Background: an optimization exercise with open tools, aiming at small area, a short achievable clock period and few clock cycles. Do not read the settings as production practice.
No run shown here included a check of the RTL's function; only the layout flow was run.

## flow/design.v (module list and top-level ports; edited modules follow where they fit)
// module abs_diff_7: 7 lines
// module abs_diff_9: 7 lines
// module abs_val_8: 5 lines
// module quadrant: 11 lines
// module polar_to_cartesian: 74 lines
// module calc_abs7rtan_00_75_15: 21 lines
// module find_min_5_vals_cascading: 26 lines
// module calc_r_y_theta: 27 lines
// module orientation_math: 175 lines
// module path_math: 126 lines
// module ptc_mag: 25 lines
// module pm_ptc_products: 219 lines
// module pm_compare: 507 lines
// module pm_distance: 104 lines
// module pm_abs: 12 lines
module path_math
    (input [11:0] location,  
     input [11:0] target,  
     input [4:0] current_orientation,  
     input clock,
     input enable,
     input reset,
     output reg done,
     output [4:0] needed_orientation,  
     output [11:0] move_command);
  // ...
==> flow/run.sh <==
#!/bin/bash
# synth_recipe.tcl (not shown) runs the flow's synth.tcl, then flattens the netlist and writes it again
# the make line also repeats each setting of config.mk as NAME=value (left out here)
make -C /OpenROAD-flow-scripts/flow DESIGN_CONFIG=/design/flow/config.mk WORK_HOME=/design/flow/orfs CLKGATE_MAP_FILE= SYNTH_SCRIPT=/design/flow/synth_recipe.tcl finish
==> flow/config.mk <==
export PLATFORM = sky130hd
export DESIGN_NAME = path_math
export DESIGN_NICKNAME = path_math
export VERILOG_FILES = /design/flow/design.v
export SDC_FILE = /design/flow/constraint.sdc
export NUM_CORES = 4
export LEC_CHECK = 0
export CAP_MARGIN = 5
export CORE_MARGIN = 2
export CORE_UTILIZATION = 60
export SETUP_SLACK_MARGIN = 5
export SLEW_MARGIN = 5
==> flow/constraint.sdc <==
create_clock -name core_clock -period 12.0 [get_ports {clock}]
set_input_delay 2.4000 -clock core_clock [delete_from_list [all_inputs] [get_ports {clock}]]
set_output_delay 2.4000 -clock core_clock [all_outputs]
set_load 0.01 [all_outputs]
==> run summary, run 1 <==
* Minimum period implied by the final worst setup slack: 6990 ps
* Largest net degree at the start of global routing: 29
- TritonCTS built the clock tree.
- Measured along the y axis, the die boundary spans 159 um.
* Initial core utilization: 61.2%
- Clock Network Area Fraction: 1.06%
- For this run, the post-layout net count is 2284.
- Dominant cell type by area after synthesis: sky130_fd_sc_hd__ha_1
* IO Count: 50
- In this run, distinct cell masters in the synthesized netlist total 94.
- Counting buffers and inverters, the worst setup path is 23 cells deep.
- Fmax: 0.143 GHz
* Combined global-route utilization of all metal layers: 28.9%
- WL final: 37500 um
- The critical path in this run is classified as reg -> out.
- Die W: 159 um
- STA classifies the critical path endpoint as an output pin.
* Number of antenna violations at the first check in global routing: 0
- Of all the cell area in the finished design, non-clock buffers hold ~6%.
- For the pin with the worst max-slew slack, the measured transition is 958 ps.
* Number of violations reported at the end of detailed-routing iteration 0: 689
* Hold path start: done
- Cell with the most instances after synthesis: sky130_fd_sc_hd__ha_1
- In the synthesized netlist the dominant register cell turns out to be sky130_fd_sc_hd__edfxtp_1.
- Once the clock tree was built, the setup fixing pass inserted 31 buffers.
- Critical Path, Cell by Cell: or4_4 -> nand2_4 -> ha_4 -> xnor2_2 -> nor2_1 -> a21oi_1 -> nor2_1 -> a211o_1 -> a221oi_2 -> a21oi_2 -> ha_1 -> inv_2 -> nor2_2 -> o21ai_1 -> nand2b_1 -> a21oi_2 -> a31oi_2 -> fa_1 -> ha_4 -> a21oi_2 -> xnor2_1 -> xnor2_1 -> buf_2
- Layout fillers: 2040
- Total iterations of the first detailed-routing run: 5
- Total number of clock tree sinks: 48
* Count of instances resized after the clock tree is built: 112
- Multi-input gates: 1475
- Result of the run: no timing/DRC/antenna violations
- After global routing, the most crowded layer is met2.
- In this run the mean area of a mapped cell was 8.00 um^2.
- Seq Cell Count: 48
* DRC violations left: 0
- Slowest cell delay on critical path: 590 ps
- Counting the clock-network buffers in the layout gives 7.
==> module path_math, before the edit <==
module path_math
    (input [11:0] location,  
     input [11:0] target,  
     input [4:0] current_orientation,  
     input clock,
     input enable,
     input reset,
     output reg done,
     output [4:0] needed_orientation,  
     output [11:0] move_command);  
   wire [7:0] xm_l, ym_l, xm_t, ym_t;
   wire       xs_l, xs_t;
   ptc_mag ptc_l (.r_theta(location), .xm(xm_l), .ym(ym_l), .xs(xs_l));
   ptc_mag ptc_t (.r_theta(target),   .xm(xm_t), .ym(ym_t), .xs(xs_t));
   wire       xsame = (xs_t == xs_l);
   wire [9:0] ex_s = {1'b0, xm_t, xsame} + {xsame, xm_l ^ {8{xsame}}, xsame};
   wire [9:0] dy_s = {1'b0, ym_t, 1'b1} + {1'b1, ~ym_l, 1'b1};
   wire [8:0] ex_t = ex_s[9:1];
   wire [8:0] dy_t = dy_s[9:1];
   reg [8:0] ex, dy;
   reg       exneg, busy;
   always @(posedge clock) begin
      ex <= ex_t;
      dy <= dy_t;
      exneg <= xs_t;
      busy <= enable & ~reset;
   end
   wire       ex_nz = |ex;
   wire       dxneg = exneg ? ((ex_nz & ~ex[8]) | (ex == 9'h100)) : ex[8];
   wire       dyneg = dy[8];
   wire [1:0] quad = {dyneg, dxneg ^ dyneg};  
   wire       sx = ex[8];
   wire       sy = dy[8];
   wire [7:0] ac = ex[7:0] ^ {8{sx}};
   wire [7:0] yc = dy[7:0] ^ {8{sy}};
   wire [7:0] y, a;
   pm_abs ab (.ac(ac), .sx(sx), .yc(yc), .sy(sy), .y(y), .a(a));
   wire ysmall = dy[8] ? (dy[7:0] >= 8'hFC) : (dy[7:0] <= 8'd4);
   wire asmall = ex[8] ? ((ex[7:0] >= 8'hFC) || (ex[7:0] == 8'h00)) : (ex[7:0] <= 8'd4);
   wire c12, c23, c34, c45;
   pm_compare cmp (.ac(ac), .sx(sx), .a(a), .y(y), .c12(c12), .c23(c23), .c34(c34), .c45(c45));
   wire       same = (location[11:8] == target[11:8]);
   wire [4:0] sum_s = {1'b0, location[11:8]} + ((target[7:0] >= location[7:0]) ? 5'd0 : 5'd12);
   wire [4:0] need_s_t = (sum_s >= 5'd24) ? sum_s - 5'd24 : sum_s;
   reg  [2:0] ba_s_t;
   always @(*) begin
      case (quad)
         2'd1: ba_s_t = 3'd4 - need_s_t[2:0];
         2'd2: ba_s_t = need_s_t[2:0] + 3'd4;
         2'd3: ba_s_t = 3'd0 - need_s_t[2:0];
         default: ba_s_t = need_s_t[2:0];
      endcase
   end
   wire use_a = same ? (ba_s_t == 3'd0 || ba_s_t == 3'd7) : ysmall;
   reg       r_c12, r_c23, r_c34, r_c45, r_ysmall, r_asmall, r_same;
   reg [1:0] r_quad;
   reg [4:0] need_s, cur;
   reg [7:0] ry;
   always @(posedge clock) begin
      if (reset) begin
         done <= 1'b0;
      end else if (busy) begin
         done <= 1'b1;
      end else if (enable) begin
         done <= 1'b0;
      end
      if (busy) begin
         r_c12 <= c12;
         r_c23 <= c23;
         r_c34 <= c34;
         r_c45 <= c45;
         r_ysmall <= ysmall;
         r_asmall <= asmall;
         r_same <= same;
         r_quad <= quad;
         need_s <= need_s_t;
         cur <= current_orientation;
         ry <= use_a ? a : y;
      end
   end
   wire is1 = ~r_c12 & ~r_c23 & ~r_c34 & ~r_c45;
   wire is5 = r_c12 & r_c23 & r_c34 & r_c45;
   wire is2 = ~is1 & ~is5 & ~r_c23 & ~r_c34;
   wire is4 = ~is1 & ~is5 & r_c23 & r_c34;
   wire [2:0] b = is1 ? 3'd1 : (is5 ? 3'd5 : (is2 ? 3'd2 : (is4 ? 3'd4 : 3'd3)));
   wire o_dyneg = r_quad[1];
   wire o_dxneg = r_quad[1] ^ r_quad[0];
   reg [4:0] need_n;
   always @(*) begin
      if (r_ysmall) need_n = o_dxneg ? 5'd12 : 5'd0;
      else if (r_asmall) need_n = o_dyneg ? 5'd18 : 5'd6;
      else case (r_quad)
         2'd1: need_n = 5'd12 - b;
         2'd2: need_n = 5'd12 + b;
         2'd3: need_n = 5'd24 - b;
         default: need_n = {2'b00, b};
      endcase
   end
   reg [2:0] ba_s;
   always @(*) begin
      case (r_quad)
         2'd1: ba_s = 3'd4 - need_s[2:0];
         2'd2: ba_s = need_s[2:0] + 3'd4;
         2'd3: ba_s = 3'd0 - need_s[2:0];
         default: ba_s = need_s[2:0];
      endcase
   end
   wire [4:0] need = r_same ? need_s : need_n;
   wire [2:0] ba = r_same ? ba_s : (r_ysmall ? 3'd0 : (r_asmall ? 3'd6 : b));
   wire [6:0] d1, d3, d4, d5;
   pm_distance dd (.y(ry), .d1(d1), .d3(d3), .d4(d4), .d5(d5));
   reg  [6:0]  dist_v;
   always @(*) begin
      case (ba)
         3'd1: dist_v = d1;
         3'd2: dist_v = 7'd0;
         3'd3: dist_v = d3;
         3'd4: dist_v = d4;
         3'd5: dist_v = d5;
         default: dist_v = ry[6:0];   
      endcase
   end
   wire [4:0] angle = need - cur + ((cur > need) ? 5'd24 : 5'd0);
   assign needed_orientation = need;
   assign move_command = {angle, dist_v};
endmodule
==> module ptc_mag, before the edit <==
module ptc_mag
    (input [11:0] r_theta,
     output reg [7:0] xm,
     output reg [7:0] ym,
     output xs);
   wire [7:0] r = r_theta[7:0];
   wire [3:0] t = r_theta[11:8];
   wire [6:0] m15;                    
   wire [7:0] m30 = {2'b00, r[7:2]};
   wire [7:0] m45, m60, m75;          
   pm_ptc_products pp (.r(r), .m15(m15), .m45(m45), .m60(m60), .m75(m75));
   wire [2:0] k = (t <= 4'd6) ? t[2:0] : ((t <= 4'd12) ? 3'd4 - t[2:0] : 3'd0);
   assign xs = (t >= 4'd7) && (t <= 4'd12);
   wire j1 = (k == 3'd1) | (k == 3'd5);
   wire j2 = (k == 3'd2) | (k == 3'd4);
   wire j3 = (k == 3'd3);
   wire j0 = ~(j1 | j2 | j3);
   wire [7:0] sm = ({8{j1}} & {1'b0, m15}) | ({8{j2}} & m30) | ({8{j3}} & m45);
   wire [7:0] lg = ({8{j1}} & m75) | ({8{j2}} & m60) | ({8{j3}} & m45) | ({8{j0}} & r);
   wire swap = (k >= 3'd4);
   always @(*) begin
      xm = swap ? sm : lg;
      ym = swap ? lg : sm;
   end
endmodule
==> inputs of run 2 (changes only) <==
--- a/flow/design.v
+++ b/flow/design.v
@@ -378,6 +378,4 @@
    wire       xsame = (xs_t == xs_l);
-   wire [9:0] ex_s = {1'b0, xm_t, xsame} + {xsame, xm_l ^ {8{xsame}}, xsame};
-   wire [9:0] dy_s = {1'b0, ym_t, 1'b1} + {1'b1, ~ym_l, 1'b1};
-   wire [8:0] ex_t = ex_s[9:1];
-   wire [8:0] dy_t = dy_s[9:1];
+   wire [8:0] ex_t = {1'b0, xm_t} + ({1'b0, xm_l} ^ {9{xsame}}) + {8'd0, xsame};
+   wire [8:0] dy_t = {1'b0, ym_t} - {1'b0, ym_l};
    reg [8:0] ex, dy;
@@ -403,3 +401,3 @@
    wire c12, c23, c34, c45;
-   pm_compare cmp (.ac(ac), .sx(sx), .a(a), .y(y), .c12(c12), .c23(c23), .c34(c34), .c45(c45));
+   pm_compare cmp (.a(a), .y(y), .c12(c12), .c23(c23), .c34(c34), .c45(c45));
    wire       same = (location[11:8] == target[11:8]);
@@ -502,12 +500,12 @@
    assign xs = (t >= 4'd7) && (t <= 4'd12);
-   wire j1 = (k == 3'd1) | (k == 3'd5);
-   wire j2 = (k == 3'd2) | (k == 3'd4);
-   wire j3 = (k == 3'd3);
-   wire j0 = ~(j1 | j2 | j3);
-   wire [7:0] sm = ({8{j1}} & {1'b0, m15}) | ({8{j2}} & m30) | ({8{j3}} & m45);
-   wire [7:0] lg = ({8{j1}} & m75) | ({8{j2}} & m60) | ({8{j3}} & m45) | ({8{j0}} & r);
-   wire swap = (k >= 3'd4);
    always @(*) begin
-      xm = swap ? sm : lg;
-      ym = swap ? lg : sm;
+      case (k)
+        3'd1: begin xm = m75; ym = {1'b0, m15}; end
+        3'd2: begin xm = m60; ym = m30; end
+        3'd3: begin xm = m45; ym = m45; end
+        3'd4: begin xm = m30; ym = m60; end
+        3'd5: begin xm = {1'b0, m15}; ym = m75; end
+        3'd6: begin xm = 8'd0; ym = r; end
+        default: begin xm = r; ym = 8'd0; end
+      endcase
    end
@@ -734,5 +732,3 @@
 module pm_compare
-   (input [7:0] ac,
-    input sx,
-    input [7:0] a,
+   (input [7:0] a,
     input [7:0] y,
@@ -758,3 +754,2 @@
    wire c_15;
-   wire c_16;
    wire c_17;
@@ -772,2 +767,3 @@
    wire c_29;
+   wire c_30;
    wire c_31;
@@ -798,3 +794,2 @@
    wire c_56;
-   wire c_57;
    wire c_58;
@@ -806,3 +801,2 @@
    wire c_64;
-   wire c_65;
    wire c_66;
@@ -829,2 +823,3 @@
    wire c_87;
+   wire c_88;
    wire c_89;
@@ -836,2 +831,3 @@
    wire c_95;
+   wire c_96;
    wire c_97;
@@ -850,3 +846,2 @@
    wire c_110;
-   wire c_111;
    wire c_112;
@@ -867,2 +862,3 @@
    wire c_127;
+   wire c_128;
    wire c_129;
@@ -875,2 +871,3 @@
    wire c_136;
+   wire c_137;
    wire c_138;
@@ -895,3 +892,2 @@
    wire c_157;
-   wire c_158;
    wire c_159;
@@ -906,2 +902,3 @@
    wire c_168;
+   wire c_169;
    wire c_170;
@@ -938,2 +935,3 @@
    wire c_201;
+   wire c_202;
    wire c_203;
@@ -948,3 +946,3 @@
    wire c_212;
-   wire c_213;
+   wire c_214;
    wire c_215;
@@ -976,2 +974,3 @@
    wire c_241;
+   wire c_242;
    wire c_243;
@@ -984,257 +983,308 @@
    wire c_250;
-   assign c_0 = ac[5] ^ ac[3];
-   assign c_1 = ac[5] & ac[3];
-   assign c_2 = ac[6] ^ ac[4];
-   assign c_3 = ac[6] & ac[4];
-   assign c_4 = ac[7] ^ ac[5];
-   assign c_5 = ac[7] & ac[5];
-   assign c_6 = ac[7] ^ ac[4];
-   assign c_7 = ac[7] & ac[4];
-   assign c_8 = ac[2] ^ ac[0];
-   assign c_9 = ac[2] & ac[0];
-   assign c_10 = ac[3] ^ ac[1];
-   assign c_11 = ac[3] & ac[1];
-   assign c_12 = ac[4] ^ ac[2];
-   assign c_13 = ac[4] & ac[2];
-   assign c_14 = c_0 ^ ac[0] ^ sx;
-   assign c_15 = (c_0 & ac[0]) | (c_0 & sx) | (ac[0] & sx);
-   assign c_16 = c_2 ^ ac[1] ^ c_1;
-   assign c_17 = (c_2 & ac[1]) | (c_2 & c_1) | (ac[1] & c_1);
-   assign c_18 = c_4 ^ ac[2] ^ c_3;
-   assign c_19 = (c_4 & ac[2]) | (c_4 & c_3) | (ac[2] & c_3);
-   assign c_20 = ac[6] ^ ac[3] ^ c_5;
-   assign c_21 = (ac[6] & ac[3]) | (ac[6] & c_5) | (ac[3] & c_5);
-   assign c_22 = c_6 ^ ac[0] ^ sx;
-   assign c_23 = (c_6 & ac[0]) | (c_6 & sx) | (ac[0] & sx);
-   assign c_24 = ac[5] ^ ac[1] ^ c_7;
-   assign c_25 = (ac[5] & ac[1]) | (ac[5] & c_7) | (ac[1] & c_7);
-   assign c_26 = ac[6] ^ ac[2];
-   assign c_27 = ac[6] & ac[2];
-   assign c_28 = ac[7] ^ ac[3];
-   assign c_29 = ac[7] & ac[3];
-   wire [17:0] c_s30 = {1'b0, ac[7], ac[6], ac[5], ac[4], c_28, c_26, c_24, c_22, c_20, c_18, c_16, c_14, c_12, c_10, c_8, ac[1], ac[0]} + {1'b0, 1'b0, 1'b0, 1'b0, c_29, c_27, c_25, c_23, c_21, c_19, c_17, c_15, c_13, c_11, c_9, sx, 1'b0, sx};
-   assign c_31 = ~ac[0];
-   assign c_32 = ~sx;
-   assign c_33 = ~ac[1];
-   assign c_34 = ~ac[2];
-   assign c_35 = ~ac[3];
-   assign c_36 = ~ac[4];
-   assign c_37 = ~ac[5];
-   assign c_38 = ~ac[6];
-   assign c_39 = ~ac[7];
-   assign c_40 = ac[5] ^ ac[3];
-   assign c_41 = ac[5] & ac[3];
-   assign c_42 = ac[6] ^ ac[4];
-   assign c_43 = ac[6] & ac[4];
-   assign c_44 = ac[7] ^ ac[5];
-   assign c_45 = ac[7] & ac[5];
-   assign c_46 = c_38 ^ ac[2];
-   assign c_47 = c_38 & ac[2];
-   assign c_48 = c_39 ^ ac[3];
-   assign c_49 = c_39 & ac[3];
-   assign c_50 = ac[4] ^ ac[2];
-   assign c_51 = ac[4] & ac[2];
-   assign c_52 = c_40 ^ ac[0] ^ sx;
-   assign c_53 = (c_40 & ac[0]) | (c_40 & sx) | (ac[0] & sx);
-   assign c_54 = c_42 ^ ac[1] ^ 1'b1;
-   assign c_55 = (c_42 & ac[1]) | (c_42 & 1'b1) | (ac[1] & 1'b1);
-   assign c_56 = c_44 ^ ac[2] ^ 1'b1;
-   assign c_57 = (c_44 & ac[2]) | (c_44 & 1'b1) | (ac[2] & 1'b1);
-   assign c_58 = ac[6] ^ ac[3] ^ 1'b1;
-   assign c_59 = (ac[6] & ac[3]) | (ac[6] & 1'b1) | (ac[3] & 1'b1);
-   assign c_60 = ac[7] ^ ac[4];
-   assign c_61 = ac[7] & ac[4];
-   assign c_62 = c_36 ^ ac[0];
-   assign c_63 = c_36 & ac[0];
-   assign c_64 = c_37 ^ ac[1];
-   assign c_65 = c_37 & ac[1];
-   assign c_66 = c_46 ^ ac[0] ^ sx;
-   assign c_67 = (c_46 & ac[0]) | (c_46 & sx) | (ac[0] & sx);
-   assign c_68 = c_48 ^ ac[1] ^ c_47;
-   assign c_69 = (c_48 & ac[1]) | (c_48 & c_47) | (ac[1] & c_47);
-   assign c_70 = c_50 ^ 1'b1 ^ c_49;
-   assign c_71 = (c_50 & 1'b1) | (c_50 & c_49) | (1'b1 & c_49);
-   assign c_72 = c_52 ^ 1'b1 ^ c_51;
-   assign c_73 = (c_52 & 1'b1) | (c_52 & c_51) | (1'b1 & c_51);
-   assign c_74 = c_54 ^ c_41 ^ c_53;
-   assign c_75 = (c_54 & c_41) | (c_54 & c_53) | (c_41 & c_53);
-   assign c_76 = c_56 ^ c_43 ^ c_55;
-   assign c_77 = (c_56 & c_43) | (c_56 & c_55) | (c_43 & c_55);
-   assign c_78 = c_58 ^ c_45 ^ c_57;
-   assign c_79 = (c_58 & c_45) | (c_58 & c_57) | (c_45 & c_57);
-   assign c_80 = c_60 ^ 1'b1 ^ c_59;
-   assign c_81 = (c_60 & 1'b1) | (c_60 & c_59) | (1'b1 & c_59);
-   assign c_82 = ac[5] ^ 1'b1 ^ c_61;
-   assign c_83 = (ac[5] & 1'b1) | (ac[5] & c_61) | (1'b1 & c_61);
-   assign c_84 = ac[6] ^ 1'b1;
-   assign c_85 = ac[6] & 1'b1;
-   assign c_86 = ac[7] ^ 1'b1;
-   assign c_87 = ac[7] & 1'b1;
-   wire [17:0] c_s88 = {1'b1, c_86, c_84, c_82, c_80, c_78, c_76, c_74, c_72, c_70, c_68, c_66, c_64, c_62, c_35, c_34, c_33, c_31} + {c_87, c_85, c_83, c_81, c_79, c_77, c_75, c_73, c_71, c_69, c_67, c_65, c_63, sx, 1'b0, 1'b0, 1'b0, c_32};
-   assign c_89 = ~c_s30[11];
-   assign c_90 = ~c_s30[12];
-   assign c_91 = ~c_s30[13];
-   assign c_92 = ~c_s30[14];
-   assign c_93 = ~c_s30[15];
-   assign c_94 = ~c_s30[16];
-   assign c_95 = ~c_s30[17];
-   wire [9:0] c_s96 = {1'b1, a[7], a[6], a[5], a[4], a[3], a[2], a[1], a[0], c_89} + {1'b0, 1'b1, 1'b1, c_95, c_94, c_93, c_92, c_91, c_90, 1'b1};
-   assign c_97 = ~a[0];
-   assign c_98 = ~c_s30[11];
-   assign c_99 = ~a[1];
-   assign c_100 = ~c_s30[12];
-   assign c_101 = ~a[2];
-   assign c_102 = ~c_s30[13];
-   assign c_103 = ~a[3];
-   assign c_104 = ~c_s30[14];
-   assign c_105 = ~a[4];
-   assign c_106 = ~c_s30[15];
-   assign c_107 = ~a[5];
-   assign c_108 = ~c_s30[16];
-   assign c_109 = ~a[6];
-   assign c_110 = ~c_s30[17];
-   assign c_111 = ~a[7];
-   assign c_112 = c_97 ^ c_98;
-   assign c_113 = c_97 & c_98;
-   assign c_114 = c_99 ^ c_100;
-   assign c_115 = c_99 & c_100;
-   assign c_116 = c_101 ^ a[0] ^ c_102;
-   assign c_117 = (c_101 & a[0]) | (c_101 & c_102) | (a[0] & c_102);
-   assign c_118 = c_103 ^ a[1] ^ c_104;
-   assign c_119 = (c_103 & a[1]) | (c_103 & c_104) | (a[1] & c_104);
-   assign c_120 = c_105 ^ a[2] ^ c_106;
-   assign c_121 = (c_105 & a[2]) | (c_105 & c_106) | (a[2] & c_106);
-   assign c_122 = c_107 ^ a[3] ^ c_108;
-   assign c_123 = (c_107 & a[3]) | (c_107 & c_108) | (a[3] & c_108);
-   assign c_124 = c_109 ^ a[4] ^ c_110;
-   assign c_125 = (c_109 & a[4]) | (c_109 & c_110) | (a[4] & c_110);
-   assign c_126 = c_111 ^ a[5] ^ 1'b1;
-   assign c_127 = (c_111 & a[5]) | (c_111 & 1'b1) | (a[5] & 1'b1);
-   wire [10:0] c_s128 = {1'b1, a[7], a[6], c_126, c_124, c_122, c_120, c_118, c_116, c_114, c_112} + {1'b0, 1'b1, c_127, c_125, c_123, c_121, c_119, c_117, c_115, c_113, 1'b1};
-   assign c_129 = ~c_s88[10];
-   assign c_130 = ~c_s88[11];
-   assign c_131 = ~c_s88[12];
-   assign c_132 = ~c_s88[13];
-   assign c_133 = ~c_s88[14];
-   assign c_134 = ~c_s88[15];
-   assign c_135 = ~c_s88[16];
-   assign c_136 = ~c_s88[17];
-   wire [10:0] c_s137 = {1'b1, 1'b1, y[7], y[6], y[5], y[4], y[3], y[2], y[1], y[0], c_129} + {1'b0, 1'b0, 1'b1, c_136, c_135, c_134, c_133, c_132, c_131, c_130, 1'b1};
-   assign c_138 = ~c_s30[11];
-   assign c_139 = ~c_s30[12];
-   assign c_140 = ~c_s30[13];
-   assign c_141 = ~c_s30[14];
-   assign c_142 = ~c_s30[15];
-   assign c_143 = ~c_s30[16];
-   assign c_144 = ~c_s30[17];
-   assign c_145 = c_s137[0] ^ c_138;
-   assign c_146 = c_s137[0] & c_138;
-   assign c_147 = c_s137[1] ^ c_139;
-   assign c_148 = c_s137[1] & c_139;
-   assign c_149 = c_s137[2] ^ c_140;
-   assign c_150 = c_s137[2] & c_140;
-   assign c_151 = c_s137[3] ^ c_141;
-   assign c_152 = c_s137[3] & c_141;
-   assign c_153 = c_s137[4] ^ c_142;
-   assign c_154 = c_s137[4] & c_142;
-   assign c_155 = c_s137[5] ^ c_143;
-   assign c_156 = c_s137[5] & c_143;
-   assign c_157 = c_s137[6] ^ c_144;
-   assign c_158 = c_s137[6] & c_144;
-   assign c_159 = c_s137[7] ^ 1'b1;
-   assign c_160 = c_s137[7] & 1'b1;
-   assign c_161 = c_s137[8] ^ 1'b1;
-   assign c_162 = c_s137[8] & 1'b1;
-   assign c_163 = c_s137[9] ^ 1'b1;
-   assign c_164 = c_s137[9] & 1'b1;
-   assign c_165 = c_s137[10] ^ 1'b1;
-   assign c_166 = c_s137[10] & 1'b1;
-   assign c_167 = c_s137[10] ^ 1'b1;
-   assign c_168 = c_s137[10] & 1'b1;
-   wire [11:0] c_s169 = {c_167, c_165, c_163, c_161, c_159, c_157, c_155, c_153, c_151, c_149, c_147, c_145} + {c_166, c_164, c_162, c_160, c_158, c_156, c_154, c_152, c_150, c_148, c_146, 1'b1};
-   assign c_170 = ~a[0];
-   assign c_171 = ~a[1];
-   assign c_172 = ~a[2];
-   assign c_173 = ~a[3];
-   assign c_174 = ~a[4];
-   assign c_175 = ~a[5];
-   assign c_176 = ~a[6];
-   assign c_177 = ~a[7];
-   assign c_178 = c_s137[0] ^ c_170;
-   assign c_179 = c_s137[0] & c_170;
-   assign c_180 = c_s137[1] ^ c_171;
-   assign c_181 = c_s137[1] & c_171;
-   assign c_182 = c_s137[2] ^ c_172;
-   assign c_183 = c_s137[2] & c_172;
-   assign c_184 = c_s137[3] ^ c_173;
-   assign c_185 = c_s137[3] & c_173;
-   assign c_186 = c_s137[4] ^ c_174;
-   assign c_187 = c_s137[4] & c_174;
-   assign c_188 = c_s137[5] ^ c_175;
-   assign c_189 = c_s137[5] & c_175;
-   assign c_190 = c_s137[6] ^ c_176;
-   assign c_191 = c_s137[6] & c_176;
-   assign c_192 = c_s137[7] ^ c_177;
-   assign c_193 = c_s137[7] & c_177;
-   assign c_194 = c_s137[8] ^ 1'b1;
-   assign c_195 = c_s137[8] & 1'b1;
-   assign c_196 = c_s137[9] ^ 1'b1;
-   assign c_197 = c_s137[9] & 1'b1;
-   assign c_198 = c_s137[10] ^ 1'b1;
-   assign c_199 = c_s137[10] & 1'b1;
-   assign c_200 = c_s137[10] ^ 1'b1;
-   assign c_201 = c_s137[10] & 1'b1;
-   wire [11:0] c_s202 = {c_200, c_198, c_196, c_194, c_192, c_190, c_188, c_186, c_184, c_182, c_180, c_178} + {c_199, c_197, c_195, c_193, c_191, c_189, c_187, c_185, c_183, c_181, c_179, 1'b1};
-   assign c_203 = ~c_s128[0];
-   assign c_204 = ~c_s128[1];
-   assign c_205 = ~c_s128[2];
-   assign c_206 = ~c_s128[3];
-   assign c_207 = ~c_s128[4];
-   assign c_208 = ~c_s128[5];
-   assign c_209 = ~c_s128[6];
-   assign c_210 = ~c_s128[7];
-   assign c_211 = ~c_s128[8];
-   assign c_212 = ~c_s128[9];
-   assign c_213 = ~c_s128[10];
-   wire [11:0] c_s214 = {1'b1, c_213, c_212, y[7], y[6], y[5], y[4], y[3], y[2], y[1], y[0], c_203} + {1'b0, 1'b0, 1'b0, c_211, c_210, c_209, c_208, c_207, c_206, c_205, c_204, 1'b1};
-   assign c_215 = ~c_s128[0];
-   assign c_216 = ~c_s128[1];
-   assign c_217 = ~c_s128[2];
-   assign c_218 = ~c_s128[3];
-   assign c_219 = ~c_s128[4];
-   assign c_220 = ~c_s128[5];
-   assign c_221 = ~c_s128[6];
-   assign c_222 = ~c_s128[7];
-   assign c_223 = ~c_s128[8];
-   assign c_224 = ~c_s128[9];
-   assign c_225 = ~c_s128[10];
-   assign c_226 = y[0] ^ c_215;
-   assign c_227 = y[0] & c_215;
-   assign c_228 = y[1] ^ c_216;
-   assign c_229 = y[1] & c_216;
-   assign c_230 = y[2] ^ c_217;
-   assign c_231 = y[2] & c_217;
-   assign c_232 = y[3] ^ c_218;
-   assign c_233 = y[3] & c_218;
-   assign c_234 = y[4] ^ c_219;
-   assign c_235 = y[4] & c_219;
-   assign c_236 = y[5] ^ c_220;
-   assign c_237 = y[5] & c_220;
-   assign c_238 = y[6] ^ c_221;
-   assign c_239 = y[6] & c_221;
-   assign c_240 = y[7] ^ c_222;
-   assign c_241 = y[7] & c_222;
-   wire [11:0] c_s242 = {1'b1, c_225, c_224, c_223, c_240, c_238, c_236, c_234, c_232, c_230, c_228, c_226} + {1'b0, 1'b0, 1'b0, c_241, c_239, c_237, c_235, c_233, c_231, c_229, c_227, 1'b1};
-   assign c_243 = c_s96[0] ^ y[0];
-   assign c_244 = c_s96[1] ^ y[1];
-   assign c_245 = c_s96[2] ^ y[2];
-   assign c_246 = c_s96[3] ^ y[3];
-   assign c_247 = c_s96[4] ^ y[4];
-   assign c_248 = c_s96[5] ^ y[5];
-   assign c_249 = c_s96[6] ^ y[6];
-   assign c_250 = c_s96[7] ^ y[7];
-   assign c12 = ~c_s169[11];
-   assign c23 = ~c_s202[11];
-   assign c34 = ~c_s214[11];
-   assign c45 = ~c_s242[11] | (~c_s96[9] & c_s96[8] & ~(c_243 | c_244 | c_245 | c_246 | c_247 | c_248 | c_249 | c_250));
+   wire c_251;
+   wire c_252;
+   wire c_253;
+   wire c_254;
+   wire c_255;
+   wire c_256;
+   wire c_257;
+   wire c_258;
+   wire c_259;
+   wire c_260;
+   wire c_261;
+   wire c_262;
+   wire c_263;
+   wire c_264;
+   wire c_265;
+   wire c_266;
+   wire c_267;
+   wire c_269;
+   wire c_270;
+   wire c_271;
+   wire c_272;
+   wire c_273;
+   wire c_274;
+   wire c_275;
+   wire c_276;
+   assign c_0 = a[5] ^ a[3];
+   assign c_1 = a[5] & a[3];
+   assign c_2 = a[6] ^ a[4] ^ a[1];
+   assign c_3 = (a[6] & a[4]) | (a[6] & a[1]) | (a[4] & a[1]);
+   assign c_4 = a[7] ^ a[5] ^ a[2];
+   assign c_5 = (a[7] & a[5]) | (a[7] & a[2]) | (a[5] & a[2]);
+   assign c_6 = a[6] ^ a[3];
+   assign c_7 = a[6] & a[3];
+   assign c_8 = a[7] ^ a[4] ^ a[0];
+   assign c_9 = (a[7] & a[4]) | (a[7] & a[0]) | (a[4] & a[0]);
+   assign c_10 = a[5] ^ a[1];
+   assign c_11 = a[5] & a[1];
+   assign c_12 = a[6] ^ a[2];
+   assign c_13 = a[6] & a[2];
+   assign c_14 = a[7] ^ a[3];
+   assign c_15 = a[7] & a[3];
+   wire [17:0] c_s16 = {1'b0, a[7], a[6], a[5], a[4], c_14, c_12, c_10, c_8, c_6, c_4, c_2, c_0, a[4], a[3], a[2], a[1], a[0]} + {1'b0, 1'b0, 1'b0, 1'b0, c_15, c_13, c_11, c_9, c_7, c_5, c_3, c_1, a[0], a[2], a[1], a[0], 1'b0, 1'b0};
+   assign c_17 = ~a[0];
+   assign c_18 = ~a[1];
+   assign c_19 = ~a[2];
+   assign c_20 = ~a[3];
+   assign c_21 = ~a[4];
+   assign c_22 = ~a[5];
+   assign c_23 = ~a[6];
+   assign c_24 = ~a[7];
+   assign c_25 = a[5] ^ a[3];
+   assign c_26 = a[5] & a[3];
+   assign c_27 = a[6] ^ a[4] ^ a[1];
+   assign c_28 = (a[6] & a[4]) | (a[6] & a[1]) | (a[4] & a[1]);
+   assign c_29 = a[7] ^ a[5] ^ a[2];
+   assign c_30 = (a[7] & a[5]) | (a[7] & a[2]) | (a[5] & a[2]);
+   assign c_31 = a[6] ^ a[3];
+   assign c_32 = a[6] & a[3];
+   assign c_33 = a[7] ^ a[4];
+   assign c_34 = a[7] & a[4];
+   assign c_35 = c_23 ^ a[2];
+   assign c_36 = c_23 & a[2];
+   assign c_37 = c_24 ^ a[3] ^ a[1];
+   assign c_38 = (c_24 & a[3]) | (c_24 & a[1]) | (a[3] & a[1]);
+   assign c_39 = a[4] ^ a[2] ^ 1'b1;
+   assign c_40 = (a[4] & a[2]) | (a[4] & 1'b1) | (a[2] & 1'b1);
+   assign c_41 = c_25 ^ a[0] ^ 1'b1;
+   assign c_42 = (c_25 & a[0]) | (c_25 & 1'b1) | (a[0] & 1'b1);
+   assign c_43 = c_27 ^ 1'b1 ^ c_26;
+   assign c_44 = (c_27 & 1'b1) | (c_27 & c_26) | (1'b1 & c_26);
+   assign c_45 = c_29 ^ 1'b1 ^ c_28;
+   assign c_46 = (c_29 & 1'b1) | (c_29 & c_28) | (1'b1 & c_28);
+   assign c_47 = c_31 ^ 1'b1 ^ c_30;
+   assign c_48 = (c_31 & 1'b1) | (c_31 & c_30) | (1'b1 & c_30);
+   assign c_49 = c_33 ^ 1'b1 ^ c_32;
+   assign c_50 = (c_33 & 1'b1) | (c_33 & c_32) | (1'b1 & c_32);
+   assign c_51 = a[5] ^ 1'b1 ^ c_34;
+   assign c_52 = (a[5] & 1'b1) | (a[5] & c_34) | (1'b1 & c_34);
+   assign c_53 = a[6] ^ 1'b1;
+   assign c_54 = a[6] & 1'b1;
+   assign c_55 = a[7] ^ 1'b1;
+   assign c_56 = a[7] & 1'b1;
+   wire [17:0] c_s57 = {1'b1, c_55, c_53, c_51, c_49, c_47, c_45, c_43, c_41, c_39, c_37, c_35, c_22, c_21, c_20, c_19, c_18, c_17} + {c_56, c_54, c_52, c_50, c_48, c_46, c_44, c_42, c_40, c_38, c_36, a[0], a[1], a[0], 1'b0, 1'b0, 1'b0, 1'b1};
+   assign c_58 = ~c_s16[11];
+   assign c_59 = ~c_s16[12];
+   assign c_60 = ~c_s16[13];
+   assign c_61 = ~c_s16[14];
+   assign c_62 = ~c_s16[15];
+   assign c_63 = ~c_s16[16];
+   assign c_64 = ~c_s16[17];
+   wire [9:0] c_s65 = {1'b1, a[7], a[6], a[5], a[4], a[3], a[2], a[1], a[0], c_58} + {1'b0, 1'b1, 1'b1, c_64, c_63, c_62, c_61, c_60, c_59, 1'b1};
+   assign c_66 = ~c_s16[11];
+   assign c_67 = ~c_s57[10];
+   assign c_68 = ~c_s16[12];
+   assign c_69 = ~c_s57[11];
+   assign c_70 = ~c_s16[13];
+   assign c_71 = ~c_s57[12];
+   assign c_72 = ~c_s16[14];
+   assign c_73 = ~c_s57[13];
+   assign c_74 = ~c_s16[15];
+   assign c_75 = ~c_s57[14];
+   assign c_76 = ~c_s16[16];
+   assign c_77 = ~c_s57[15];
+   assign c_78 = ~c_s16[17];
+   assign c_79 = ~c_s57[16];
+   assign c_80 = ~c_s57[17];
+   assign c_81 = y[0] ^ c_68;
+   assign c_82 = y[0] & c_68;
+   assign c_83 = y[1] ^ c_70;
+   assign c_84 = y[1] & c_70;
+   assign c_85 = y[2] ^ c_72;
+   assign c_86 = y[2] & c_72;
+   assign c_87 = y[3] ^ c_74;
+   assign c_88 = y[3] & c_74;
+   assign c_89 = y[4] ^ c_76;
+   assign c_90 = y[4] & c_76;
+   assign c_91 = y[5] ^ c_78;
+   assign c_92 = y[5] & c_78;
+   assign c_93 = y[6] ^ c_80;
+   assign c_94 = y[6] & c_80;
+   assign c_95 = c_81 ^ c_69;
+   assign c_96 = c_81 & c_69;
+   assign c_97 = c_83 ^ c_71 ^ c_82;
+   assign c_98 = (c_83 & c_71) | (c_83 & c_82) | (c_71 & c_82);
+   assign c_99 = c_85 ^ c_73 ^ c_84;
+   assign c_100 = (c_85 & c_73) | (c_85 & c_84) | (c_73 & c_84);
+   assign c_101 = c_87 ^ c_75 ^ c_86;
+   assign c_102 = (c_87 & c_75) | (c_87 & c_86) | (c_75 & c_86);
+   assign c_103 = c_89 ^ c_77 ^ c_88;
+   assign c_104 = (c_89 & c_77) | (c_89 & c_88) | (c_77 & c_88);
+   assign c_105 = c_91 ^ c_79 ^ c_90;
+   assign c_106 = (c_91 & c_79) | (c_91 & c_90) | (c_79 & c_90);
+   assign c_107 = c_93 ^ 1'b1 ^ c_92;
+   assign c_108 = (c_93 & 1'b1) | (c_93 & c_92) | (1'b1 & c_92);
+   assign c_109 = y[7] ^ c_94;
+   assign c_110 = y[7] & c_94;
+   wire [10:0] c_s111 = {1'b1, 1'b1, c_109, c_107, c_105, c_103, c_101, c_99, c_97, c_95, c_66} + {1'b0, c_110, c_108, c_106, c_104, c_102, c_100, c_98, c_96, 1'b1, c_67};
+   assign c_112 = ~c_s57[10];
+   assign c_113 = ~a[0];
+   assign c_114 = ~c_s57[11];
+   assign c_115 = ~a[1];
+   assign c_116 = ~c_s57[12];
+   assign c_117 = ~a[2];
+   assign c_118 = ~c_s57[13];
+   assign c_119 = ~a[3];
+   assign c_120 = ~c_s57[14];
+   assign c_121 = ~a[4];
+   assign c_122 = ~c_s57[15];
+   assign c_123 = ~a[5];
+   assign c_124 = ~c_s57[16];
+   assign c_125 = ~a[6];
+   assign c_126 = ~c_s57[17];
+   assign c_127 = ~a[7];
+   assign c_128 = y[0] ^ c_114;
+   assign c_129 = y[0] & c_114;
+   assign c_130 = y[1] ^ c_116;
+   assign c_131 = y[1] & c_116;
+   assign c_132 = y[2] ^ c_118;
+   assign c_133 = y[2] & c_118;
+   assign c_134 = y[3] ^ c_120;
+   assign c_135 = y[3] & c_120;
+   assign c_136 = y[4] ^ c_122;
+   assign c_137 = y[4] & c_122;
+   assign c_138 = y[5] ^ c_124;
+   assign c_139 = y[5] & c_124;
+   assign c_140 = y[6] ^ c_126;
+   assign c_141 = y[6] & c_126;
+   assign c_142 = c_128 ^ c_115;
+   assign c_143 = c_128 & c_115;
+   assign c_144 = c_130 ^ c_117 ^ c_129;
+   assign c_145 = (c_130 & c_117) | (c_130 & c_129) | (c_117 & c_129);
+   assign c_146 = c_132 ^ c_119 ^ c_131;
+   assign c_147 = (c_132 & c_119) | (c_132 & c_131) | (c_119 & c_131);
+   assign c_148 = c_134 ^ c_121 ^ c_133;
+   assign c_149 = (c_134 & c_121) | (c_134 & c_133) | (c_121 & c_133);
+   assign c_150 = c_136 ^ c_123 ^ c_135;
+   assign c_151 = (c_136 & c_123) | (c_136 & c_135) | (c_123 & c_135);
+   assign c_152 = c_138 ^ c_125 ^ c_137;
+   assign c_153 = (c_138 & c_125) | (c_138 & c_137) | (c_125 & c_137);
+   assign c_154 = c_140 ^ c_127 ^ c_139;
+   assign c_155 = (c_140 & c_127) | (c_140 & c_139) | (c_127 & c_139);
+   assign c_156 = y[7] ^ c_141;
+   assign c_157 = y[7] & c_141;
+   wire [10:0] c_s158 = {1'b1, 1'b1, c_156, c_154, c_152, c_150, c_148, c_146, c_144, c_142, c_112} + {1'b0, c_157, c_155, c_153, c_151, c_149, c_147, c_145, c_143, 1'b1, c_113};
+   assign c_159 = ~c_s65[0];
+   assign c_160 = ~a[0];
+   assign c_161 = ~c_s65[1];
+   assign c_162 = ~a[1];
+   assign c_163 = ~c_s65[2];
+   assign c_164 = ~a[2];
+   assign c_165 = ~c_s65[3];
+   assign c_166 = ~a[3];
+   assign c_167 = ~c_s65[4];
+   assign c_168 = ~a[4];
+   assign c_169 = ~c_s65[5];
+   assign c_170 = ~a[5];
+   assign c_171 = ~c_s65[6];
+   assign c_172 = ~a[6];
+   assign c_173 = ~c_s65[7];
+   assign c_174 = ~a[7];
+   assign c_175 = ~c_s65[8];
+   assign c_176 = ~c_s65[9];
+   assign c_177 = y[0] ^ c_161;
+   assign c_178 = y[0] & c_161;
+   assign c_179 = y[1] ^ c_163;
+   assign c_180 = y[1] & c_163;
+   assign c_181 = y[2] ^ c_165;
+   assign c_182 = y[2] & c_165;
+   assign c_183 = y[3] ^ c_167;
+   assign c_184 = y[3] & c_167;
+   assign c_185 = y[4] ^ c_169;
+   assign c_186 = y[4] & c_169;
+   assign c_187 = y[5] ^ c_171;
+   assign c_188 = y[5] & c_171;
+   assign c_189 = y[6] ^ c_173;
+   assign c_190 = y[6] & c_173;
+   assign c_191 = y[7] ^ c_175;
+   assign c_192 = y[7] & c_175;
+   assign c_193 = c_159 ^ c_160;
+   assign c_194 = c_159 & c_160;
+   assign c_195 = c_177 ^ c_162 ^ 1'b1;
+   assign c_196 = (c_177 & c_162) | (c_177 & 1'b1) | (c_162 & 1'b1);
+   assign c_197 = c_179 ^ c_164 ^ c_178;
+   assign c_198 = (c_179 & c_164) | (c_179 & c_178) | (c_164 & c_178);
+   assign c_199 = c_181 ^ c_166 ^ c_180;
+   assign c_200 = (c_181 & c_166) | (c_181 & c_180) | (c_166 & c_180);
+   assign c_201 = c_183 ^ c_168 ^ c_182;
+   assign c_202 = (c_183 & c_168) | (c_183 & c_182) | (c_168 & c_182);
+   assign c_203 = c_185 ^ c_170 ^ c_184;
+   assign c_204 = (c_185 & c_170) | (c_185 & c_184) | (c_170 & c_184);
+   assign c_205 = c_187 ^ c_172 ^ c_186;
+   assign c_206 = (c_187 & c_172) | (c_187 & c_186) | (c_172 & c_186);
+   assign c_207 = c_189 ^ c_174 ^ c_188;
+   assign c_208 = (c_189 & c_174) | (c_189 & c_188) | (c_174 & c_188);
+   assign c_209 = c_191 ^ 1'b1 ^ c_190;
+   assign c_210 = (c_191 & 1'b1) | (c_191 & c_190) | (1'b1 & c_190);
+   assign c_211 = c_176 ^ 1'b1 ^ c_192;
+   assign c_212 = (c_176 & 1'b1) | (c_176 & c_192) | (1'b1 & c_192);
+   wire [11:0] c_s213 = {1'b1, c_212, c_211, c_209, c_207, c_205, c_203, c_201, c_199, c_197, c_195, c_193} + {1'b0, 1'b0, c_210, c_208, c_206, c_204, c_202, c_200, c_198, c_196, c_194, 1'b1};
+   assign c_214 = ~c_s65[0];
+   assign c_215 = ~a[0];
+   assign c_216 = ~c_s65[1];
+   assign c_217 = ~a[1];
+   assign c_218 = ~c_s65[2];
+   assign c_219 = ~a[2];
+   assign c_220 = ~c_s65[3];
+   assign c_221 = ~a[3];
+   assign c_222 = ~c_s65[4];
+   assign c_223 = ~a[4];
+   assign c_224 = ~c_s65[5];
+   assign c_225 = ~a[5];
+   assign c_226 = ~c_s65[6];
+   assign c_227 = ~a[6];
+   assign c_228 = ~c_s65[7];
+   assign c_229 = ~a[7];
+   assign c_230 = ~c_s65[8];
+   assign c_231 = ~c_s65[9];
+   assign c_232 = y[0] ^ c_214;
+   assign c_233 = y[0] & c_214;
+   assign c_234 = y[1] ^ c_216 ^ c_217;
+   assign c_235 = (y[1] & c_216) | (y[1] & c_217) | (c_216 & c_217);
+   assign c_236 = y[2] ^ c_218;
+   assign c_237 = y[2] & c_218;
+   assign c_238 = y[3] ^ c_220;
+   assign c_239 = y[3] & c_220;
+   assign c_240 = y[4] ^ c_222;
+   assign c_241 = y[4] & c_222;
+   assign c_242 = y[5] ^ c_224;
+   assign c_243 = y[5] & c_224;
+   assign c_244 = y[6] ^ c_226;
+   assign c_245 = y[6] & c_226;
+   assign c_246 = y[7] ^ c_228;
+   assign c_247 = y[7] & c_228;
+   assign c_248 = c_232 ^ c_215;
+   assign c_249 = c_232 & c_215;
+   assign c_250 = c_234 ^ 1'b1 ^ c_233;
+   assign c_251 = (c_234 & 1'b1) | (c_234 & c_233) | (1'b1 & c_233);
+   assign c_252 = c_236 ^ c_219 ^ c_235;
+   assign c_253 = (c_236 & c_219) | (c_236 & c_235) | (c_219 & c_235);
+   assign c_254 = c_238 ^ c_221 ^ c_237;
+   assign c_255 = (c_238 & c_221) | (c_238 & c_237) | (c_221 & c_237);
+   assign c_256 = c_240 ^ c_223 ^ c_239;
+   assign c_257 = (c_240 & c_223) | (c_240 & c_239) | (c_223 & c_239);
+   assign c_258 = c_242 ^ c_225 ^ c_241;
+   assign c_259 = (c_242 & c_225) | (c_242 & c_241) | (c_225 & c_241);
+   assign c_260 = c_244 ^ c_227 ^ c_243;
+   assign c_261 = (c_244 & c_227) | (c_244 & c_243) | (c_227 & c_243);
+   assign c_262 = c_246 ^ c_229 ^ c_245;
+   assign c_263 = (c_246 & c_229) | (c_246 & c_245) | (c_229 & c_245);
+   assign c_264 = c_230 ^ 1'b1 ^ c_247;
+   assign c_265 = (c_230 & 1'b1) | (c_230 & c_247) | (1'b1 & c_247);
+   assign c_266 = c_231 ^ 1'b1;
+   assign c_267 = c_231 & 1'b1;
+   wire [11:0] c_s268 = {1'b1, c_267, c_266, c_264, c_262, c_260, c_258, c_256, c_254, c_252, c_250, c_248} + {1'b0, 1'b0, c_265, c_263, c_261, c_259, c_257, c_255, c_253, c_251, c_249, 1'b1};
+   assign c_269 = c_s65[0] ^ y[0];
+   assign c_270 = c_s65[1] ^ y[1];
+   assign c_271 = c_s65[2] ^ y[2];
+   assign c_272 = c_s65[3] ^ y[3];
+   assign c_273 = c_s65[4] ^ y[4];
+   assign c_274 = c_s65[5] ^ y[5];
+   assign c_275 = c_s65[6] ^ y[6];
+   assign c_276 = c_s65[7] ^ y[7];
+   assign c12 = ~c_s111[10];
+   assign c23 = ~c_s158[10];
+   assign c34 = ~c_s213[11];
+   assign c45 = ~c_s268[11] | (~c_s65[9] & c_s65[8] & ~(c_269 | c_270 | c_271 | c_272 | c_273 | c_274 | c_275 | c_276));
 endmodule
@@ -1246,2 +1296,3 @@
     output [6:0] d5);
+   wire q_0;
    wire q_1;
@@ -1270,2 +1321,3 @@
    wire q_24;
+   wire q_25;
    wire q_26;
@@ -1288,57 +1340,150 @@
    wire q_43;
-   wire q_44;
    wire q_45;
-   wire [11:0] q_s0 = {1'b0, y[7], y[6], y[5], y[4], y[3], y[2], y[1], y[0], y[2], y[1], y[0]} + {1'b0, 1'b0, 1'b0, 1'b0, y[7], y[6], y[5], y[4], y[3], 1'b0, 1'b0, 1'b0};
-   assign q_1 = ~q_s0[0];
-   assign q_2 = ~q_s0[1];
-   assign q_3 = ~q_s0[2];
-   assign q_4 = ~q_s0[3];
-   assign q_5 = ~q_s0[4];
-   assign q_6 = ~q_s0[5];
-   assign q_7 = ~q_s0[6];
-   assign q_8 = ~q_s0[7];
-   assign q_9 = ~q_s0[8];
-   assign q_10 = ~q_s0[9];
-   assign q_11 = ~q_s0[10];
-   assign q_12 = ~q_s0[11];
-   assign q_13 = q_1 ^ y[2];
-   assign q_14 = q_1 & y[2];
-   assign q_15 = q_2 ^ y[3];
-   assign q_16 = q_2 & y[3];
-   assign q_17 = q_3 ^ y[4];
-   assign q_18 = q_3 & y[4];
-   assign q_19 = q_4 ^ y[5];
-   assign q_20 = q_4 & y[5];
-   assign q_21 = q_5 ^ y[6];
-   assign q_22 = q_5 & y[6];
-   assign q_23 = q_6 ^ y[7];
-   assign q_24 = q_6 & y[7];
-   wire [16:0] q_s25 = {y[6], y[5], y[4], y[3], y[2], y[1], y[0], q_8, q_7, q_23, q_21, q_19, q_17, q_15, q_13, y[1], y[0]} + {1'b1, 1'b1, 1'b1, q_12, q_11, q_10, q_9, 1'b0, q_24, q_22, q_20, q_18, q_16, q_14, 1'b1, 1'b0, 1'b0};
-   assign q_26 = q_s0[0] ^ q_s0[2];
-   assign q_27 = q_s0[0] & q_s0[2];
-   assign q_28 = q_s0[1] ^ q_s0[3] ^ y[5];
-   assign q_29 = (q_s0[1] & q_s0[3]) | (q_s0[1] & y[5]) | (q_s0[3] & y[5]);
-   assign q_30 = q_s0[2] ^ q_s0[4] ^ y[6];
-   assign q_31 = (q_s0[2] & q_s0[4]) | (q_s0[2] & y[6]) | (q_s0[4] & y[6]);
-   assign q_32 = q_s0[3] ^ q_s0[5] ^ y[7];
-   assign q_33 = (q_s0[3] & q_s0[5]) | (q_s0[3] & y[7]) | (q_s0[5] & y[7]);
-   assign q_34 = q_s0[4] ^ q_s0[6];
-   assign q_35 = q_s0[4] & q_s0[6];
-   assign q_36 = q_s0[5] ^ q_s0[7];
-   assign q_37 = q_s0[5] & q_s0[7];
-   assign q_38 = q_s0[6] ^ q_s0[8];
-   assign q_39 = q_s0[6] & q_s0[8];
-   assign q_40 = q_s0[7] ^ q_s0[9];
-   assign q_41 = q_s0[7] & q_s0[9];
-   assign q_42 = q_s0[8] ^ q_s0[10];
-   assign q_43 = q_s0[8] & q_s0[10];
-   assign q_44 = q_s0[9] ^ q_s0[11];
-   assign q_45 = q_s0[9] & q_s0[11];
-   wire [15:0] q_s46 = {q_s0[11], q_s0[10], q_44, q_42, q_40, q_38, q_36, q_34, q_32, q_30, q_28, q_26, q_s0[1], q_s0[0], y[1], y[0]} + {1'b0, q_45, q_43, q_41, q_39, q_37, q_35, q_33, q_31, q_29, q_27, y[4], y[3], y[2], 1'b0, 1'b0};
-   wire [13:0] q_s47 = {q_s0[11], q_s0[10], q_s0[9], q_s0[8], q_s0[7], q_s0[6], q_s0[5], q_s0[4], q_s0[3], q_s0[2], q_s0[1], q_s0[0], y[1], y[0]} + {1'b0, 1'b0, 1'b0, 1'b0, 1'b0, 1'b0, y[7], y[6], y[5], y[4], y[3], y[2], 1'b0, 1'b0};
-   wire [16:0] q_s48 = {1'b0, y[7], y[6], y[5], y[4], y[3], y[2], y[1], y[0], q_s0[7], q_s0[6], q_s0[5], q_s0[4], q_s0[3], q_s0[2], q_s0[1], q_s0[0]} + {1'b0, 1'b0, 1'b0, 1'b0, 1'b0, q_s0[11], q_s0[10], q_s0[9], q_s0[8], 1'b0, 1'b0, 1'b0, 1'b0, 1'b0, 1'b0, 1'b0, 1'b0};
-   assign d1 = {q_s25[16], q_s25[15], q_s25[14], q_s25[13], q_s25[12], q_s25[11], q_s25[10]};
-   assign d3 = {q_s46[15], q_s46[14], q_s46[13], q_s46[12], q_s46[11], q_s46[10], q_s46[9]};
-   assign d4 = {q_s47[13], q_s47[12], q_s47[11], q_s47[10], q_s47[9], q_s47[8], q_s47[7]};
-   assign d5 = {q_s48[16], q_s48[15], q_s48[14], q_s48[13], q_s48[12], q_s48[11], q_s48[10]};
+   wire q_46;
+   wire q_47;
+   wire q_48;
+   wire q_49;
+   wire q_50;
+   wire q_51;
+   wire q_52;
+   wire q_53;
+   wire q_54;
+   wire q_55;
+   wire q_56;
+   wire q_57;
+   wire q_58;
+   wire q_59;
+   wire q_60;
+   wire q_61;
+   wire q_62;
+   wire q_63;
+   wire q_64;
+   wire q_65;
+   wire q_66;
+   wire q_67;
+   wire q_68;
+   wire q_69;
+   wire q_70;
+   wire q_71;
+   wire q_72;
+   wire q_73;
+   wire q_74;
+   wire q_75;
+   wire q_76;
+   wire q_77;
+   wire q_78;
+   wire q_79;
+   wire q_80;
+   wire q_81;
+   wire q_82;
+   wire q_84;
+   wire q_85;
+   wire q_86;
+   wire q_87;
+   wire q_88;
+   wire q_89;
+   wire q_90;
+   wire q_91;
+   wire q_92;
+   wire q_93;
+   assign q_0 = ~y[0];
+   assign q_1 = ~y[1];
+   assign q_2 = ~y[2];
+   assign q_3 = ~y[3];
+   assign q_4 = ~y[0];
+   assign q_5 = ~y[4];
+   assign q_6 = ~y[1];
+   assign q_7 = ~y[5];
+   assign q_8 = ~y[2];
+   assign q_9 = ~y[6];
+   assign q_10 = ~y[3];
+   assign q_11 = ~y[7];
+   assign q_12 = ~y[4];
+   assign q_13 = ~y[5];
+   assign q_14 = ~y[6];
+   assign q_15 = ~y[7];
+   assign q_16 = y[5] ^ q_3;
+   assign q_17 = y[5] & q_3;
+   assign q_18 = y[6] ^ q_5;
+   assign q_19 = y[6] & q_5;
+   assign q_20 = y[7] ^ q_7;
+   assign q_21 = y[7] & q_7;
+   assign q_22 = y[2] ^ q_0;
+   assign q_23 = y[2] & q_0;
+   assign q_24 = y[3] ^ q_1;
+   assign q_25 = y[3] & q_1;
+   assign q_26 = y[4] ^ q_2;
+   assign q_27 = y[4] & q_2;
+   assign q_28 = q_16 ^ q_4 ^ 1'b1;
+   assign q_29 = (q_16 & q_4) | (q_16 & 1'b1) | (q_4 & 1'b1);
+   assign q_30 = q_18 ^ q_6 ^ q_17;
+   assign q_31 = (q_18 & q_6) | (q_18 & q_17) | (q_6 & q_17);
+   assign q_32 = q_20 ^ q_8 ^ q_19;
+   assign q_33 = (q_20 & q_8) | (q_20 & q_19) | (q_8 & q_19);
+   assign q_34 = q_9 ^ q_10 ^ q_21;
+   assign q_35 = (q_9 & q_10) | (q_9 & q_21) | (q_10 & q_21);
+   assign q_36 = q_11 ^ q_12;
+   assign q_37 = q_11 & q_12;
+   assign q_38 = q_13 ^ y[0] ^ 1'b1;
+   assign q_39 = (q_13 & y[0]) | (q_13 & 1'b1) | (y[0] & 1'b1);
+   assign q_40 = q_14 ^ y[1] ^ 1'b1;
+   assign q_41 = (q_14 & y[1]) | (q_14 & 1'b1) | (y[1] & 1'b1);
+   assign q_42 = q_15 ^ y[2] ^ 1'b1;
+   assign q_43 = (q_15 & y[2]) | (q_15 & 1'b1) | (y[2] & 1'b1);
+   wire [16:0] q_s44 = {y[6], y[5], y[4], y[3], q_42, q_40, q_38, q_36, q_34, q_32, q_30, q_28, q_26, q_24, q_22, y[1], y[0]} + {1'b1, 1'b1, 1'b1, q_43, q_41, q_39, q_37, q_35, q_33, q_31, q_29, q_27, q_25, q_23, 1'b1, 1'b0, 1'b0};
+   assign q_45 = y[7] ^ y[5];
+   assign q_46 = y[7] & y[5];
+   assign q_47 = y[6] ^ y[4];
+   assign q_48 = y[6] & y[4];
+   assign q_49 = y[7] ^ y[5];
+   assign q_50 = y[7] & y[5];
+   assign q_51 = y[5] ^ y[3];
+   assign q_52 = y[5] & y[3];
+   assign q_53 = y[6] ^ y[4] ^ y[2];
+   assign q_54 = (y[6] & y[4]) | (y[6] & y[2]) | (y[4] & y[2]);
+   assign q_55 = q_45 ^ y[3] ^ y[2];
+   assign q_56 = (q_45 & y[3]) | (q_45 & y[2]) | (y[3] & y[2]);
+   assign q_57 = q_47 ^ y[3] ^ y[1];
+   assign q_58 = (q_47 & y[3]) | (q_47 & y[1]) | (y[3] & y[1]);
+   assign q_59 = q_49 ^ y[4] ^ y[2];
+   assign q_60 = (q_49 & y[4]) | (q_49 & y[2]) | (y[4] & y[2]);
+   assign q_61 = y[6] ^ y[5] ^ y[3];
+   assign q_62 = (y[6] & y[5]) | (y[6] & y[3]) | (y[5] & y[3]);
+   assign q_63 = y[7] ^ y[6];
+   assign q_64 = y[7] & y[6];
+   assign q_65 = y[4] ^ y[2];
+   assign q_66 = y[4] & y[2];
+   assign q_67 = q_51 ^ y[1] ^ y[0];
+   assign q_68 = (q_51 & y[1]) | (q_51 & y[0]) | (y[1] & y[0]);
+   assign q_69 = q_53 ^ y[1] ^ q_52;
+   assign q_70 = (q_53 & y[1]) | (q_53 & q_52) | (y[1] & q_52);
+   assign q_71 = q_55 ^ y[0] ^ q_54;
+   assign q_72 = (q_55 & y[0]) | (q_55 & q_54) | (y[0] & q_54);
+   assign q_73 = q_57 ^ q_46 ^ q_56;
+   assign q_74 = (q_57 & q_46) | (q_57 & q_56) | (q_46 & q_56);
+   assign q_75 = q_59 ^ q_48 ^ q_58;
+   assign q_76 = (q_59 & q_48) | (q_59 & q_58) | (q_48 & q_58);
+   assign q_77 = q_61 ^ q_50 ^ q_60;
+   assign q_78 = (q_61 & q_50) | (q_61 & q_60) | (q_50 & q_60);
+   assign q_79 = q_63 ^ y[4] ^ q_62;
+   assign q_80 = (q_63 & y[4]) | (q_63 & q_62) | (y[4] & q_62);
+   assign q_81 = y[7] ^ y[5] ^ q_64;
+   assign q_82 = (y[7] & y[5]) | (y[7] & q_64) | (y[5] & q_64);
+   wire [15:0] q_s83 = {1'b0, y[7], y[6], q_81, q_79, q_77, q_75, q_73, q_71, q_69, q_67, q_65, y[3], y[2], y[1], y[0]} + {1'b0, 1'b0, q_82, q_80, q_78, q_76, q_74, q_72, q_70, q_68, q_66, y[0], y[1], y[0], 1'b0, 1'b0};
+   assign q_84 = y[5] ^ y[3];
+   assign q_85 = y[5] & y[3];
+   assign q_86 = y[6] ^ y[4] ^ y[1];
+   assign q_87 = (y[6] & y[4]) | (y[6] & y[1]) | (y[4] & y[1]);
+   assign q_88 = y[7] ^ y[5] ^ y[2];
+   assign q_89 = (y[7] & y[5]) | (y[7] & y[2]) | (y[5] & y[2]);
+   assign q_90 = y[6] ^ y[3];
+   assign q_91 = y[6] & y[3];
+   assign q_92 = y[7] ^ y[4];
+   assign q_93 = y[7] & y[4];
+   wire [13:0] q_s94 = {1'b0, y[7], y[6], y[5], q_92, q_90, q_88, q_86, q_84, y[4], y[3], y[2], y[1], y[0]} + {1'b0, 1'b0, 1'b0, q_93, q_91, q_89, q_87, q_85, y[0], y[2], y[1], y[0], 1'b0, 1'b0};
+   wire [16:0] q_s95 = {1'b0, y[7], y[6], y[5], y[4], y[3], y[7], y[6], y[5], y[7], y[6], y[5], y[4], y[3], y[2], y[1], y[0]} + {1'b0, 1'b0, 1'b0, 1'b0, 1'b0, 1'b0, y[2], y[1], y[0], y[4], y[3], y[2], y[1], y[0], 1'b0, 1'b0, 1'b0};
+   assign d1 = {q_s44[16], q_s44[15], q_s44[14], q_s44[13], q_s44[12], q_s44[11], q_s44[10]};
+   assign d3 = {q_s83[15], q_s83[14], q_s83[13], q_s83[12], q_s83[11], q_s83[10], q_s83[9]};
+   assign d4 = {q_s94[13], q_s94[12], q_s94[11], q_s94[10], q_s94[9], q_s94[8], q_s94[7]};
+   assign d5 = {q_s95[16], q_s95[15], q_s95[14], q_s95[13], q_s95[12], q_s95[11], q_s95[10]};
 endmodule
--- a/flow/config.mk
+++ b/flow/config.mk
@@ -9,4 +9,4 @@
 export CORE_MARGIN = 2
-export CORE_UTILIZATION = 60
-export SETUP_SLACK_MARGIN = 5
+export CORE_UTILIZATION = 40
+export SETUP_SLACK_MARGIN = 4
 export SLEW_MARGIN = 5
==> run 2 against run 1 <==
Net effect:
- critical endpoint unchanged
- register-to-register slack got worse by 880 ps
- largest cell class unchanged
- maximum frequency decreased by 8.7%
- sequential share of layout area increased by 0.098 points
- setup slack got worse by 670 ps
- flip-flop and latch count unchanged
==> run summary, run 2 <==
- IO Count: 50 (unchanged)
- Cell with the most instances after synthesis: sky130_fd_sc_hd__ha_1
- The flow ran to the end and the layout has no timing, DRC or antenna violations.
- Once detail routing completed, the nets flagged for antenna violations numbered 0.
* Synth Net Count: around 2300
- Final Hold Violating Endpoints: 0
* WL final: 39700 um (+5.8%)
- The die width is 196 um (+23%).
* Minimum period implied by the final worst setup slack: 7650 ps (+666 ps)
* Via count: around 13000
- Total iterations of the first detailed-routing run: 5 (unchanged)
- Proportion of register bits with asynchronous set or reset after synthesis: 0%
* Setup clock skew after layout: 12.0 ps
- The total global-route track usage was 20.7% (-8.2 points).
* Number of library cell types mapped by synthesis: 89 (-5.3%)
* Met2 GRT Util: 37.2%
- Synth Register Bits: 48
* Proportion of synthesized chip area in sequential cells: 8.35%
* Depth of the worst register-to-register path: 31
- EDFF count, synth: 27
- Sequential cell area: 1240 um^2
- Dividing the detail-routed via count by the number of cells gives 5.67.
- Crit path capture type: output pin
- For met1 alone, demand over resource in global routing was 26.6%.
- The commonest cells after synthesis are sky130_fd_sc_hd__ha_1 (326), sky130_fd_sc_hd__inv_1 (259), sky130_fd_sc_hd__a21oi_1 (131), sky130_fd_sc_hd__nor2_1 (102), sky130_fd_sc_hd__xnor2_1 (93).
- Summed over all failing endpoints, the final setup total negative slack is 0 ps.
- Area fraction of the dominant cell type after synthesis: 27.7%
- Layout fillers: 3639 (+78%)
* Critical Path, Cell by Cell: or4_1 -> nand2_1 -> ha_1 -> xnor2_1 -> o21ai_0 -> o21ai_0 -> nand2_1 -> a221oi_2 -> a21oi_1 -> ha_1 -> o21ai_0 -> nand2b_1 -> a21oi_1 -> nor2b_1 -> o22ai_2 -> fa_1 -> inv_1 -> ha_1 -> a21oi_1 -> xnor2_1 -> xnor2_1 -> clkdlybuf4s50_1
- The final-stage net count was 2295 (+0.48%).
- Number of buffers created by CTS: 5
- After global routing the overflow that remains totals 0.
* Root cell of the clock tree: sky130_fd_sc_hd__clkbuf_16
- The first global-routing pass estimated 65800 um of wire.
- The fmax is 0.131 GHz (-8.7%).
- The initial antenna violation count was 1 (+1).
- The number of DRC markers after the initial detailed-route iteration is 788 (+14%).
* Dominant cell type by area after synthesis: sky130_fd_sc_hd__ha_1
* Vias in the first global route: 13160
- The number of pins with negative max-slew slack in the final report was 0.
* Average cell area after synthesis: 8.07 um^2 (+0.84%)
- Type of the setup path with the least slack: reg -> out
- Max transition margin: 20.0%
* Clock-pin slew of the registers on the worst-case setup and hold paths: 70 ps
* Count of H-tree levels built during CTS: 2
- The starting density of the core is 40.5% (-21 points).
- DRC violations left: 0 (unchanged)
* GP Congestion: between 0.9 and 1
* Final Hold Slack: 494 ps
- Detailed placement finished with a half-perimeter wire length of 31900 um.
- Slowest cell delay on critical path: 560 ps (-30 ps)
- Largest registers in the final layout: dy: 9 flops, ex: 9 flops, ry: 8 flops
- TritonCTS built the clock tree.
- The largest net degree at the start of global routing is 29 (unchanged).
- Dividing the detail-routed wire length by the instance count gives 17.0 um.
- Leaving out fill and tap cells, the most frequent cell in the layout is sky130_fd_sc_hd__ha_1.
- The top cell types in the final layout, fill and taps aside, are sky130_fd_sc_hd__ha_1 (326), sky130_fd_sc_hd__inv_1 (259), sky130_fd_sc_hd__a21oi_1 (131).
- The floorplan die height was 196 um (+23%).
- For the worst setup path, the data arrival time is approximately 5300 ps.
- Setup violations remaining at the end of the flow were counted as 0.
* GR met3 Demand/Resource: 1.01%
- The min-delay analysis places its worst path in the category reg -> reg.
- Buffers placed on the I/O ports in this run total 49.
- The transition time at the pin with the least slew margin came to 1200 ps (+240 ps).
- The most used flip-flop cell after synthesis is sky130_fd_sc_hd__edfxtp_1.
* Total number of clock tree sinks: 48 (unchanged)
- In this run the most used layer during global routing was met2.
## run 2: cell count changes after synthesis, moves of 11 or more
cell | before | now
sky130_fd_sc_hd__nand2b_1 | 34 | 23
sky130_fd_sc_hd__fa_1 | 44 | 69
sky130_fd_sc_hd__a21oi_1 | 142 | 131
sky130_fd_sc_hd__inv_1 | 221 | 259
sky130_fd_sc_hd__o21ai_1 | 18 | 3
sky130_fd_sc_hd__xnor2_1 | 107 | 93
## run 2: through the flow
| step | cells | cell area, um^2 | setup slack [ps] |
|---|---|---|---|
| after floorplan | 1828 | 14700 | 4260 |
| after global placement | 2315 | 15800 | 3640 |
| after detailed placement | 2315 | 15800 | 3520 |
| after CTS | 2323 | 16000 | 3930 |
| after global routing | 2337 | 16100 | 3980 |
| final | 2337 | 16100 | 4350 |
## run 2: final timing paths
path | to | start | slack [ps]
worst min register to register | done | done | 490
worst min-delay path | done | done | 490
worst max register to register | r_c34 | ex[8] | 4460
worst max-delay path | move_command[11] | r_c23 | 4350
## run 2: cell type report
type	instances	area share, %
Timing Repair Buffer	79	4.49
Inverter	262	6.12
Tap cell	468	3.63
Multi-Input combinational cell	1472	76.9
Clock inverter	2	0.372
Clock buffer	6	0.798
Sequential cell	48	7.66
## run 2: timing repair
| action | 4_1_cts | 5_1_grt |
|---|---|---|
| gates resized for setup | 4 | 27 |
| pin swaps | 0 | 2 |
| buffers inserted | 0 | 14 |
| setup endpoints to repair | 5 | 13 |
| hold buffers | 0 | 0 |
## run 2: metal layers
layer,wire (um),up-vias
met3,1330,71
met1,17900,6316
met2,19300,286
li1,-,6572
met4,1090,2
met5,14,-
## run 2: logic make-up after synthesis
| logic type | after synthesis | synth area share, % |
|---|---|---|
| buffers and inverters | 308 | 7.97 |
| multiplexers | 8 | 0.568 |
| flip-flops | 48 | 8.35 |
| AND/OR/NAND/NOR | 430 | 14.7 |
| adder cells (fa/ha/maj) | 404 | 37.6 |
| AO/OA/AOI/OAI | 489 | 22.2 |
| XOR/XNOR | 141 | 8.58 |
## run 2: critical path, delay by kind of cell (launching register included)
kind	cells	cell delay, ps
DFF	1	450
and+or+nand+nor	5	1000
buffers and inverters	2	600
AOI/OAI and AO/OA	8	1070
adders and majority gates	4	1390
xor gates and xnor gates	3	410

static timing again, ports no longer ideal:
The flow's constraints put no driver on any port. The routed layouts listed below were extracted and timed again, unchanged, in two steps.
Step 1 assumes that a clkbuf_16 drives the clock port and a buf_2 every other input.
Step 2 adds t to the input delays and takes it off the output delays; t is the mean of the earliest and latest rising clock arrival at the registers after step 1. Input paths then give back, and output paths get back, about the clock's delay inside the block.
a / b / c = ideal ports / drivers / drivers and shift; a / b = the first two.
| run | t, ns | setup WS [ns] | worst hold slack (ns) | worst setup path after step 2 | cell pins on the clock port's net |
|---|---|---|---|---|---|
| run 1 | 0.327 | 5.014 / 4.972 / 4.806 | 0.533 / 0.533 / 0.533 | input to register | 1 |
| run 2 | 0.328 | 4.348 / 4.310 / 4.072 | 0.494 / 0.494 / 0.494 | input to register | 1 |
After both steps every run listed still meets setup and hold. The setup slack of run 2, which loses most, moves by -0.038 ns with the drivers and by -0.276 ns with both steps.
